This design comes from an exercise in tuning for small area on the open sky130 flow, not from production work.
Function was checked by simulation only, so behaviour that the tests miss may differ from the original.
The flow treats the clock pin as an ideal source. Dropping or thinning the clock tree relies on that and would not hold on a real chip.
No activity file was given, so power comes from the tool's default toggle rates.

==> flow/design.v (excerpt) <==
module uart(clock, reset, tx);
input clock, reset;
output tx;
localparam [15:0] TAPS = 16'b1000000001000000;
localparam [15:0] Z    = 16'b0110001010011010;
localparam [15:0] X1   = 16'b0010111010001011;
localparam [15:0] X3   = 16'b0010111000001011;
localparam [15:0] SAME = 16'b1111111101111111;    
localparam [15:0] PB   = 16'b1010101010101010;
localparam [3:0] PR = 4'b0000;
localparam [5:0] PJ = 6'b000000;
localparam [5:0] JR = 6'd0;
localparam [255:0] ROM = 256'b1111111111111111111111111111111110000101000001011001000010010000101100100011001010110110001101101011100100111001101101111011011110111011101110111001000000010000101101111011011110110110001101101011011000110110101100101011001010110100001101001111111111111111;
reg [15:0] bq;
reg [3:0] rq;
reg [5:0] jq;
wire [15:0] b = bq ^ PB;    
wire [3:0] r = rq ^ PR;        
wire [5:0] j = jq ^ PJ;   
wire near = ((b & SAME) == (X1 & SAME));
wire tick = near && ((b & ~SAME) == (X1 & ~SAME));      
wire done = ((|j[5:4]) | (j[3:0] >= 4'd14));    
wire pend = (j[0] & j[2] & j[3] & j[4] & j[5]) & (r[0]) & near && ((b & ~SAME) == (X3 & ~SAME));    
wire fb   = ^(b & TAPS);
wire load = !reset || pend || (tick && !done);    
wire [4:0] r1 = {1'b0, r} + 5'd1;
always @(posedge clock) begin
  if (load) bq <= Z ^ PB;
  else bq <= {b[14:0], fb} ^ PB;
  if (!reset || pend) begin
    rq <= 4'd15 ^ PR;
    jq <= JR ^ PJ;
  end else if (tick) begin
    rq <= (r1[4] ? {1'b0, !done, !done, 1'b0} : r1[3:0]) ^ PR;
    if (r1[4]) jq <= (j + 6'd1) ^ PJ;
  end
end
assign tx = !reset | done | ROM[{j[3:0], r}];
endmodule
==> flow/config.mk <==
export PLATFORM = sky130hd
export DESIGN_NAME = uart
export DESIGN_NICKNAME = uart
export VERILOG_FILES = /design/flow/design.v
export SDC_FILE = /design/flow/constraint.sdc
export NUM_CORES = 4
export LEC_CHECK = 0
export CAP_MARGIN = 0
export CORE_AREA = 3 3 61 61
export DIE_AREA = 0 0 64 64
export GPL_TIMING_DRIVEN = 0
export SLEW_MARGIN = 0
==> flow/constraint.sdc <==
create_clock -name core_clock -period 10.0 [get_ports {clock}]
set_input_delay 2.0000 -clock core_clock [delete_from_list [all_inputs] [get_ports {clock}]]
set_output_delay 2.0000 -clock core_clock [all_outputs]
set_load 0.01 [all_outputs]
standard.sh (not shown) runs the stock make flow with config.mk's settings and CLKGATE_MAP_FILE= SYNTH_SCRIPT=/design/flow/synth_recipe.tcl, a recipe that flattens the netlist after the stock synthesis.
==> flow/flow/run.sh <==
#!/bin/bash
# Own flow: the standard layout (standard.sh) with three changes:
# - synthesis maps for area: flow/my_synth.tcl wraps synth_recipe.tcl, runs ABC with each
#   flow/area*.abc script and keeps the smallest netlist; ADDER_MAP_FILE is empty so adders
#   go through ABC, not ha/fa cells;
# - CTS inserts no dummy loads, and flow/post_cts.tcl collapses the small tree to one buffer
#   (a buf_12, strong enough for the 26 flip-flops);
# - port buffers are buf_1.
# make's full output is in flow_make.log, each ORFS step's log under orfs/logs/.
set -euo pipefail
W=$(pwd)
export FLOW_SYNTH_TCL="$W/synth_recipe.tcl"
export MY_ABC_DIR="$W/flow"
export CTS_ARGS="-sink_clustering_enable -repair_clock_nets -dont_use_dummy_load -buf_list sky130_fd_sc_hd__clkbuf_8"
export POST_CTS_TCL="$W/flow/post_cts.tcl"
export ROOT_CLKBUF=sky130_fd_sc_hd__buf_12
export BUFFER_PORTS_ARGS="-buffer_cell sky130_fd_sc_hd__buf_1"
sed -e "s#SYNTH_SCRIPT=[^ ]*#SYNTH_SCRIPT=$W/flow/my_synth.tcl ADDER_MAP_FILE= #" standard.sh > my_standard.sh
bash my_standard.sh > "$W/flow_make.log" 2>&1
==> flow/flow/area0.abc <==
strash
&get -n
&deepsyn -J 1000 -T 300 -S 0
&put
dch
amap
==> flow/flow/area1.abc <==
strash
&get -n
&deepsyn -J 1000 -T 300 -S 1
&put
dch
amap
==> flow/flow/area10.abc <==
strash
&get -n
&deepsyn -J 1000 -T 300 -S 19
&put
dch
amap
==> flow/flow/area2.abc <==
strash
&get -n
&deepsyn -J 1000 -T 300 -S 2
&put
dch
amap
==> flow/flow/area3.abc <==
strash
&get -n
&deepsyn -J 1000 -T 300 -S 3
&put
dch
amap
==> flow/flow/area4.abc <==
strash
&get -n
&deepsyn -J 1000 -T 300 -S 4
&put
dch
amap
==> flow/flow/area5.abc <==
strash
&get -n
&deepsyn -J 1000 -T 300 -S 5
&put
dch
amap
==> flow/flow/area6.abc <==
strash
&get -n
&deepsyn -J 1000 -T 300
&put
dch -f
amap
==> flow/flow/area7.abc <==
strash
&get -n
&deepsyn -J 1000 -T 300 -S 9
&put
dch
amap
==> flow/flow/area8.abc <==
strash
&get -n
&deepsyn -J 1000 -T 300 -S 15
&put
dch
amap
==> flow/flow/area9.abc <==
strash
&get -n
&deepsyn -J 1000 -T 300 -S 16
&put
dch
amap
==> flow/flow/my_synth.tcl <==
# The standard flow's synthesis script (synth_recipe.tcl), with ABC's technology mapping done for area:
# ABC runs once for each flow/area*.abc script (area-oriented scripts that differ in the
# random seed of &deepsyn and in dch's options) and the smallest mapped netlist is kept.
# The scripts are run in file-name order; on equal areas the first is kept.
# Everything else, including flip-flop mapping, flattening and renaming, is synth_recipe.tcl.
proc abc {args} {
  set j [lsearch -exact $args -D]
  if {$j >= 0} { set args [lreplace $args $j [expr {$j + 1}]] }
  set i [lsearch -exact $args -script]
  set best ""
  yosys design -save my_pre_abc
  foreach s [lsort [glob $::env(MY_ABC_DIR)/area*.abc]] {
    yosys design -load my_pre_abc
    lset args [expr {$i + 1}] $s
    yosys abc {*}$args
    set out [tee -q -s result.string stat {*}$::lib_args]
    regexp {Chip area for module[^:]*:\s*([0-9.]+)} $out -> area
    puts "area-oriented ABC script [file tail $s]: cell area $area"
    if {$best eq "" || $area < $best} {
      set best $area
      set kept $s
      yosys design -save my_best_abc
    }
  }
  yosys design -load my_best_abc
  puts "kept the netlist of [file tail $kept]: cell area $best"
}
source $::env(FLOW_SYNTH_TCL)
Other scripts of this flow, unchanged in this note and not shown: flow/flow/post_cts.tcl
Next try:
--- a/flow/flow/my_synth.tcl
+++ b/flow/flow/my_synth.tcl
@@ -2,5 +2,4 @@
 # ABC runs once for each flow/area*.abc script (area-oriented scripts that differ in the
 # random seed of &deepsyn and in dch's options) and the smallest mapped netlist is kept.
-# The scripts are run in file-name order; on equal areas the first is kept.
 # Everything else, including flip-flop mapping, flattening and renaming, is synth_recipe.tcl.
 proc abc {args} {
removed: flow/flow/area10.abc
removed: flow/flow/area7.abc
removed: flow/flow/area8.abc
removed: flow/flow/area9.abc
Effect: Hold slack got worse by 0.0097 ns; final area goes up by about 0.8%; power goes down by 0.40%; die area is unchanged; core utilization goes up by 0.28 points; worst setup slack improved by 0.34 ns; critical path depth goes down by 2.
Next try:
--- a/flow/flow/run.sh
+++ b/flow/flow/run.sh
@@ -16,4 +16,6 @@
 export ROOT_CLKBUF=sky130_fd_sc_hd__buf_12
 export BUFFER_PORTS_ARGS="-buffer_cell sky130_fd_sc_hd__buf_1"
+# let repair_design fix slew by resizing a driver to any footprint, not only by buffering
+export MATCH_CELL_FOOTPRINT=0
 sed -e "s#SYNTH_SCRIPT=[^ ]*#SYNTH_SCRIPT=$W/flow/my_synth.tcl ADDER_MAP_FILE= #" standard.sh > my_standard.sh
 bash my_standard.sh > "$W/flow_make.log" 2>&1
==> flow/flow/area0.abc (replaced) <==
strash
&get -n
&deepsyn -J 1000 -T 300 -S 16
&put
dch
amap
--- a/flow/flow/my_synth.tcl
+++ b/flow/flow/my_synth.tcl
@@ -1,5 +1,5 @@
 # The standard flow's synthesis script (synth_recipe.tcl), with ABC's technology mapping done for area:
-# ABC runs once for each flow/area*.abc script (area-oriented scripts that differ in the
-# random seed of &deepsyn and in dch's options) and the smallest mapped netlist is kept.
+# ABC runs once for each flow/area*.abc script and the smallest mapped netlist is kept (here
+# a single area-oriented script: &deepsyn with seed 16, then dch and amap).
 # Everything else, including flip-flop mapping, flattening and renaming, is synth_recipe.tcl.
 proc abc {args} {
removed: flow/flow/area1.abc
removed: flow/flow/area2.abc
removed: flow/flow/area3.abc
removed: flow/flow/area4.abc
removed: flow/flow/area5.abc
removed: flow/flow/area6.abc
Outcome: Flip-flop and latch count stays the same. Via count fell by 4.2%. Hold slack improved by 0.0097 ns.

-- static timing again, ports no longer ideal --
The results above use ideal ports. As a check the final layouts listed here were re-extracted and re-timed, cells and wires unchanged. Step 1, drivers: a clkbuf_16 drives clock and a buf_2 each remaining input, both assumed. Step 2, shift: input delay + t, output delay - t, t = (earliest + latest rising clock arrival at the registers) / 2. This alone moves slack from input paths to output paths. a / b / c = ideal ports / drivers / drivers and shift; a / b = the first two.
run	t (ns)	slack for setup (ns)	slew at the worst register clock pin (ns)
the first run	0.159	5.290 / 5.266 / 5.266	0.10 / 0.10
the second run	0.157	5.629 / 5.600 / 5.600	0.10 / 0.10
the third run	0.159	5.290 / 5.266 / 5.266	0.10 / 0.10
After both steps setup and hold are still met in every run listed. The setup slack of the second run, which loses most, moves by -0.029 ns with the drivers and by -0.029 ns with both steps.
